Source: an optimization exercise on an open RTL-to-GDS flow (aim: small area and a short achievable clock period). Production flows keep margins and buffers that such runs may drop. Power figures rest on the tool's default switching activity, not on a simulated workload. The clock port is modelled as an ideal driver; clocking choices that lean on that would not hold on a real chip.

==> flow/design.v <==
module mux2i_gate (
    input  logic s,
    input  logic a0,
    input  logic a1,
    output logic y
);
    assign y = ~(s ? a1 : a0);
endmodule
module predecoder (
    input  logic       test,
    input  logic [5:0] k,          
    input  logic [5:0] address,
    input  logic       rd,
    input  logic       wr,
    output logic [7:0] lo_n,       
    output logic [7:0] hir_n,      
    output logic [7:0] hiw_n       
);
    logic [5:0] a, a_n;
    for (genvar i = 0; i < 6; i++) begin : g_a
        mux2i_gate m (.s(test), .a0(address[i]), .a1(k[i]), .y(a_n[i]));
        inv_gate   n (.a(a_n[i]), .y(a[i]));
    end
    for (genvar i = 0; i < 8; i++) begin : g_l
        nand3_gate l (
            .a(i[0] ? a[0] : a_n[0]),
            .b(i[1] ? a[1] : a_n[1]),
            .c(i[2] ? a[2] : a_n[2]),
            .y(lo_n[i])
        );
        nand4_gate hr (
            .a(rd),
            .b(i[0] ? a[3] : a_n[3]),
            .c(i[1] ? a[4] : a_n[4]),
            .d(i[2] ? a[5] : a_n[5]),
            .y(hir_n[i])
        );
        nand4_gate hw (
            .a(wr),
            .b(i[0] ? a[3] : a_n[3]),
            .c(i[1] ? a[4] : a_n[4]),
            .d(i[2] ? a[5] : a_n[5]),
            .y(hiw_n[i])
        );
    end
endmodule
module rdwr (
    input  logic test,
    input  logic k6,
    input  logic csin,
    input  logic rwbarin,
    output logic rd,
    output logic wr,
    output logic wr_n,     
    output logic idle_n    
);
    assign rd   = test ? k6 : (csin & rwbarin);
    assign wr_n   = test ? k6 : ~(csin & ~rwbarin);
    assign wr   = test ? ~k6 : (csin & ~rwbarin);
    assign idle_n = test | csin;
endmodule
module pattern (
    input  logic [2:0] k,
    output logic [7:0] pat
);
    always_comb begin
        case (k)
            3'd0: pat = 8'hAA;
            3'd1: pat = 8'h55;
            3'd2: pat = 8'hF0;
            3'd3: pat = 8'h0F;
            3'd4: pat = 8'h00;
            3'd5: pat = 8'hFF;
            3'd6: pat = 8'hCC;
            default: pat = 8'h33;
        endcase
    end
endmodule
module dinmux (
    input  logic       test,
    input  logic [7:0] pat,
    input  logic [7:0] datain,
    output logic [7:0] din_n
);
    for (genvar b = 0; b < 8; b++) begin : g_b
        mux2i_gate m (.s(test), .a0(datain[b]), .a1(pat[b]), .y(din_n[b]));
    end
endmodule
module decoder (
    input  logic        test,
    input  logic [6:0]  k,         
    input  logic        csin,
    input  logic        rwbarin,
    input  logic [5:0]  address,
    output logic        wr_n,      
    output logic        idle_n,    
    output logic [63:0] rsel_n,    
    output logic [63:0] we,        
    output logic [63:0] we_n       
);
    logic       rd, wr;
    logic [7:0] lor_n, low_n, hir_n, hiw_n, lor, hir, low, hiw;
    rdwr rw (.test(test), .k6(k[6]), .csin(csin), .rwbarin(rwbarin),
             .rd(rd), .wr(wr), .wr_n(wr_n), .idle_n(idle_n));
    logic [7:0] lo_n;
    predecoder pd (.test(test), .k(k[5:0]), .address(address), .rd(rd), .wr(wr),
                   .lo_n(lo_n), .hir_n(hir_n), .hiw_n(hiw_n));
    assign lor_n = lo_n;
    assign low_n = lo_n;
    for (genvar i = 0; i < 8; i++) begin : g_i
        inv_gate u_l (.a(lor_n[i]), .y(lor[i]));
        inv_gate u_h (.a(hir_n[i]), .y(hir[i]));
        inv_gate v_l (.a(low_n[i]), .y(low[i]));
        inv_gate v_h (.a(hiw_n[i]), .y(hiw[i]));
    end
    for (genvar w = 0; w < 64; w++) begin : g_w
        nand2_gate u_r (.a(hir[w / 8]), .b(lor[w % 8]), .y(rsel_n[w]));
        nor2_gate u_w (.a(hiw_n[w / 8]), .b(low_n[w % 8]), .y(we[w]));
        nand2_gate v_w (.a(hiw[w / 8]), .b(low[w % 8]), .y(we_n[w]));
    end
endmodule
module nand4_gate (
    input  logic a, b, c, d,
    output logic y
);
    assign y = ~(a & b & c & d);
endmodule
module nand3_gate (
    input  logic a, b, c,
    output logic y
);
    assign y = ~(a & b & c);
endmodule
module nand2_gate (
    input  logic a, b,
    output logic y
);
    assign y = ~(a & b);
endmodule
module nor2_gate (
    input  logic a,
    input  logic b,
    output logic y
);
    assign y = ~(a | b);
endmodule
module ao22_gate (
    input  logic a1, a2, b1, b2,
    output logic y
);
    assign y = (a1 & a2) | (b1 & b2);
endmodule
module oai22_gate (
    input  logic a1, a2, b1, b2,
    output logic y
);
    assign y = ~((a1 | a2) & (b1 | b2));
endmodule
module inv_gate (
    input  logic a,
    output logic y
);
    assign y = ~a;
endmodule
module multiplexer (
    input  logic [63:0] d_n,       
    input  logic [63:0] rsel_n,
    input  logic        din_n,     
    input  logic        wr_n,
    input  logic        q_n,       
    input  logic        idle_n,
    output logic        out
);
    logic [65:0] s_n, v_n;
    assign s_n = {idle_n, wr_n, rsel_n};
    assign v_n = {q_n, din_n, d_n};
    logic [32:0] t;      
    for (genvar i = 0; i < 33; i++) begin : g_t
        oai22_gate u (
            .a1(s_n[2*i]),   .a2(v_n[2*i]),
            .b1(s_n[2*i+1]), .b2(v_n[2*i+1]),
            .y(t[i])
        );
    end
    logic [16:0] x_n;    
    for (genvar i = 0; i < 16; i++) begin : g_x
        nor2_gate g (.a(t[2*i]), .b(t[2*i+1]), .y(x_n[i]));
    end
    inv_gate g_x16 (.a(t[32]), .y(x_n[16]));
    logic [4:0] u;       
    for (genvar i = 0; i < 3; i++) begin : g_u
        nand4_gate g (.a(x_n[4*i]), .b(x_n[4*i+1]), .c(x_n[4*i+2]), .d(x_n[4*i+3]), .y(u[i]));
    end
    nand3_gate g_u3 (.a(x_n[12]), .b(x_n[13]), .c(x_n[14]), .y(u[3]));
    nand2_gate g_u4 (.a(x_n[15]), .b(x_n[16]), .y(u[4]));
    logic [2:0] y_n;     
    nor2_gate g_y0 (.a(u[0]), .b(u[1]), .y(y_n[0]));
    nor2_gate g_y1 (.a(u[2]), .b(u[3]), .y(y_n[1]));
    inv_gate  g_y2 (.a(u[4]), .y(y_n[2]));
    nand3_gate g_out (.a(y_n[0]), .b(y_n[1]), .c(y_n[2]), .y(out));
endmodule
module dout_gate (
    input  logic t,
    input  logic n,
    input  logic csin,
    input  logic rwbarin,
    output logic y
);
    assign y = t | (n & csin & rwbarin);
endmodule
module bist #(
    parameter size   = 6,
    parameter length = 8
) (
    input  logic             clk,
    input  logic             rst,
    input  logic             start,
    input  logic             csin,
    input  logic             rwbarin,
    input  logic             opr,
    input  logic [size-1:0]  address,
    input  logic [length-1:0] datain,
    output logic [length-1:0] dataout,
    output logic              fail
);
    logic       test;
    logic [9:0] k;
    always_ff @(posedge clk) begin
        if (rst)
            test <= 1'b0;
        else if (!test)
            test <= start;
        else if (&k)
            test <= 1'b0;
        k <= test ? k + 10'd1 : 10'd0;
    end
    logic [7:0] pat;
    pattern pgen (.k(k[9:7]), .pat(pat));
    logic        wr_n, idle_n;
    logic [63:0] rsel_n, we, we_n;
    logic [7:0]  din_n;
    decoder dec (
        .test    (test),
        .k       (k[6:0]),
        .csin    (csin),
        .rwbarin (rwbarin),
        .address (address),
        .wr_n    (wr_n),
        .idle_n  (idle_n),
        .rsel_n  (rsel_n),
        .we      (we),
        .we_n    (we_n)
    );
    dinmux dmux (.test(test), .pat(pat), .datain(datain), .din_n(din_n));
    logic [7:0] mem_n [0:63];
    logic [7:0] mem_n_nx [0:63];
    for (genvar w = 0; w < 64; w++) begin : g_m
        for (genvar b = 0; b < 8; b++) begin : g_b
            ao22_gate u (.a1(mem_n[w][b]), .a2(we_n[w]), .b1(din_n[b]), .b2(we[w]),
                         .y(mem_n_nx[w][b]));
        end
    end
    always_ff @(posedge clk)
        for (int w = 0; w < 64; w++)
            mem_n[w] <= mem_n_nx[w];
    logic [7:0] rdata, rdata_n, rdata_nx;
    assign rdata_n = ~rdata;
    for (genvar b = 0; b < 8; b++) begin : g_rd
        logic [63:0] col_n;
        for (genvar w = 0; w < 64; w++) begin : g_w
            assign col_n[w] = mem_n[w][b];
        end
        multiplexer mux (
            .d_n      (col_n),
            .rsel_n   (rsel_n),
            .din_n    (din_n[b]),
            .wr_n     (wr_n),
            .q_n      (rdata_n[b]),
            .idle_n   (idle_n),
            .out      (rdata_nx[b])
        );
    end
    always_ff @(posedge clk)
        rdata <= rdata_nx;
    logic [7:0] rdata_t, rdata_i;
    assign rdata_t = rdata & {8{test & k[6]}};
    assign rdata_i = rdata & {8{~test}};
    for (genvar b = 0; b < 8; b++) begin : g_out
        dout_gate u (.t(rdata_t[b]), .n(rdata_i[b]), .csin(csin), .rwbarin(rwbarin),
                     .y(dataout[b]));
    end
    always_ff @(posedge clk)
        fail <= test && k[6] && opr && (rdata != pat);
endmodule
Settings: LEC_CHECK=0, CAP_MARGIN=20, CORE_MARGIN=2, CORE_UTILIZATION=50, PLACE_DENSITY=0.65, SETUP_SLACK_MARGIN=3.0, SLEW_MARGIN=20, SYNTH_HIERARCHICAL=1, TNS_END_PERCENT=10; clock period 5.5 ns.
standard.sh (not shown) runs the stock make flow with config.mk's settings and CLKGATE_MAP_FILE= SYNTH_SCRIPT=/design/flow/synth_recipe.tcl, a recipe that flattens the netlist after the stock synthesis.
==> flow/flow/run.sh <==
#!/bin/bash
# The standard layout (standard.sh), with plain buffers on the ports instead of
# the delay cells buffer_ports picks by default, and no dummy clock loads in CTS.
set -euo pipefail
export BUFFER_PORTS_ARGS="-buffer_cell sky130_fd_sc_hd__buf_2"
export CTS_ARGS="-sink_clustering_enable -repair_clock_nets -sink_clustering_size 30 -sink_clustering_max_diameter 100 -dont_use_dummy_load"
bash standard.sh > standard.log 2>&1
Edit:
--- a/flow/design.v
+++ b/flow/design.v
@@ -7,17 +7,15 @@
     assign y = ~(s ? a1 : a0);
 endmodule
 module predecoder (
     input  logic       test,
     input  logic [5:0] k,          
     input  logic [5:0] address,
-    input  logic       rd,
-    input  logic       wr,
+    input  logic       en,
     output logic [7:0] lo_n,       
-    output logic [7:0] hir_n,      
-    output logic [7:0] hiw_n       
+    output logic [7:0] hi_n        
 );
     logic [5:0] a, a_n;
     for (genvar i = 0; i < 6; i++) begin : g_a
         mux2i_gate m (.s(test), .a0(address[i]), .a1(k[i]), .y(a_n[i]));
         inv_gate   n (.a(a_n[i]), .y(a[i]));
     end
@@ -25,25 +23,18 @@
         nand3_gate l (
             .a(i[0] ? a[0] : a_n[0]),
             .b(i[1] ? a[1] : a_n[1]),
             .c(i[2] ? a[2] : a_n[2]),
             .y(lo_n[i])
         );
-        nand4_gate hr (
-            .a(rd),
+        nand4_gate h (
+            .a(en),
             .b(i[0] ? a[3] : a_n[3]),
             .c(i[1] ? a[4] : a_n[4]),
             .d(i[2] ? a[5] : a_n[5]),
-            .y(hir_n[i])
-        );
-        nand4_gate hw (
-            .a(wr),
-            .b(i[0] ? a[3] : a_n[3]),
-            .c(i[1] ? a[4] : a_n[4]),
-            .d(i[2] ? a[5] : a_n[5]),
-            .y(hiw_n[i])
+            .y(hi_n[i])
         );
     end
 endmodule
 module rdwr (
     input  logic test,
     input  logic k6,
@@ -92,34 +83,29 @@
     input  logic        csin,
     input  logic        rwbarin,
     input  logic [5:0]  address,
     output logic        wr_n,      
     output logic        idle_n,    
     output logic [63:0] rsel_n,    
-    output logic [63:0] we,        
-    output logic [63:0] we_n       
+    output logic [63:0] we         
 );
     logic       rd, wr;
-    logic [7:0] lor_n, low_n, hir_n, hiw_n, lor, hir, low, hiw;
+    logic [7:0] lor_n, low_n, hir_n, hiw_n, lor, hir;
     rdwr rw (.test(test), .k6(k[6]), .csin(csin), .rwbarin(rwbarin),
              .rd(rd), .wr(wr), .wr_n(wr_n), .idle_n(idle_n));
-    logic [7:0] lo_n;
-    predecoder pd (.test(test), .k(k[5:0]), .address(address), .rd(rd), .wr(wr),
-                   .lo_n(lo_n), .hir_n(hir_n), .hiw_n(hiw_n));
-    assign lor_n = lo_n;
-    assign low_n = lo_n;
+    predecoder pr (.test(test), .k(k[5:0]), .address(address), .en(rd),
+                   .lo_n(lor_n), .hi_n(hir_n));
+    predecoder pw (.test(test), .k(k[5:0]), .address(address), .en(wr),
+                   .lo_n(low_n), .hi_n(hiw_n));
     for (genvar i = 0; i < 8; i++) begin : g_i
         inv_gate u_l (.a(lor_n[i]), .y(lor[i]));
         inv_gate u_h (.a(hir_n[i]), .y(hir[i]));
-        inv_gate v_l (.a(low_n[i]), .y(low[i]));
-        inv_gate v_h (.a(hiw_n[i]), .y(hiw[i]));
     end
     for (genvar w = 0; w < 64; w++) begin : g_w
         nand2_gate u_r (.a(hir[w / 8]), .b(lor[w % 8]), .y(rsel_n[w]));
         nor2_gate u_w (.a(hiw_n[w / 8]), .b(low_n[w % 8]), .y(we[w]));
-        nand2_gate v_w (.a(hiw[w / 8]), .b(low[w % 8]), .y(we_n[w]));
     end
 endmodule
 module nand4_gate (
     input  logic a, b, c, d,
     output logic y
 );
@@ -140,18 +126,12 @@
 module nor2_gate (
     input  logic a,
     input  logic b,
     output logic y
 );
     assign y = ~(a | b);
-endmodule
-module ao22_gate (
-    input  logic a1, a2, b1, b2,
-    output logic y
-);
-    assign y = (a1 & a2) | (b1 & b2);
 endmodule
 module oai22_gate (
     input  logic a1, a2, b1, b2,
     output logic y
 );
     assign y = ~((a1 | a2) & (b1 | b2));
@@ -234,38 +214,31 @@
             test <= 1'b0;
         k <= test ? k + 10'd1 : 10'd0;
     end
     logic [7:0] pat;
     pattern pgen (.k(k[9:7]), .pat(pat));
     logic        wr_n, idle_n;
-    logic [63:0] rsel_n, we, we_n;
+    logic [63:0] rsel_n, we;
     logic [7:0]  din_n;
     decoder dec (
         .test    (test),
         .k       (k[6:0]),
         .csin    (csin),
         .rwbarin (rwbarin),
         .address (address),
         .wr_n    (wr_n),
         .idle_n  (idle_n),
         .rsel_n  (rsel_n),
-        .we      (we),
-        .we_n    (we_n)
+        .we      (we)
     );
     dinmux dmux (.test(test), .pat(pat), .datain(datain), .din_n(din_n));
     logic [7:0] mem_n [0:63];
-    logic [7:0] mem_n_nx [0:63];
-    for (genvar w = 0; w < 64; w++) begin : g_m
-        for (genvar b = 0; b < 8; b++) begin : g_b
-            ao22_gate u (.a1(mem_n[w][b]), .a2(we_n[w]), .b1(din_n[b]), .b2(we[w]),
-                         .y(mem_n_nx[w][b]));
-        end
-    end
     always_ff @(posedge clk)
         for (int w = 0; w < 64; w++)
-            mem_n[w] <= mem_n_nx[w];
+            if (we[w])
+                mem_n[w] <= din_n;
     logic [7:0] rdata, rdata_n, rdata_nx;
     assign rdata_n = ~rdata;
     for (genvar b = 0; b < 8; b++) begin : g_rd
         logic [63:0] col_n;
         for (genvar w = 0; w < 64; w++) begin : g_w
             assign col_n[w] = mem_n[w][b];
Effect: Global-route usage went down by 7.3 points. Routed wire length is lower by about a fifth. Final cell count went down by a quarter to a third. Hold slack improves by 68 ps. Power falls by about a fifth.
Function was not checked in any run of this note: the RTL went through the layout flow alone.

==> what the ideal ports hide <==
The results above use ideal ports. As a check the final layouts listed here were re-extracted and re-timed, cells and wires unchanged. Step 1 sets driving cells, clkbuf_16 on the clock port and buf_2 on the other inputs (assumed; they add their load-dependent delay and slew). Step 2, shift: input delay + t, output delay - t, t = (earliest + latest rising clock arrival at the registers) / 2. This alone moves slack from input paths to output paths. Three values: no drivers, after step 1, after step 2; two values: the first two.
run	t (ns)	setup WS [ns]	hold slack, ns	worst register clock-pin slew, ns	worst data-port slew with drivers (ns)
the first run	0.616	2.703 / 2.682 / 2.132	0.495 / 0.495 / 0.495	0.12 / 0.12	0.03
the second run	0.609	2.767 / 2.767 / 2.254	0.563 / 0.563 / 0.563	0.11 / 0.11	0.04
After both steps setup and hold are still met in every run listed. For the first run, which loses most, drivers alone change the setup slack by -0.021 ns; drivers and shift together by -0.571 ns.
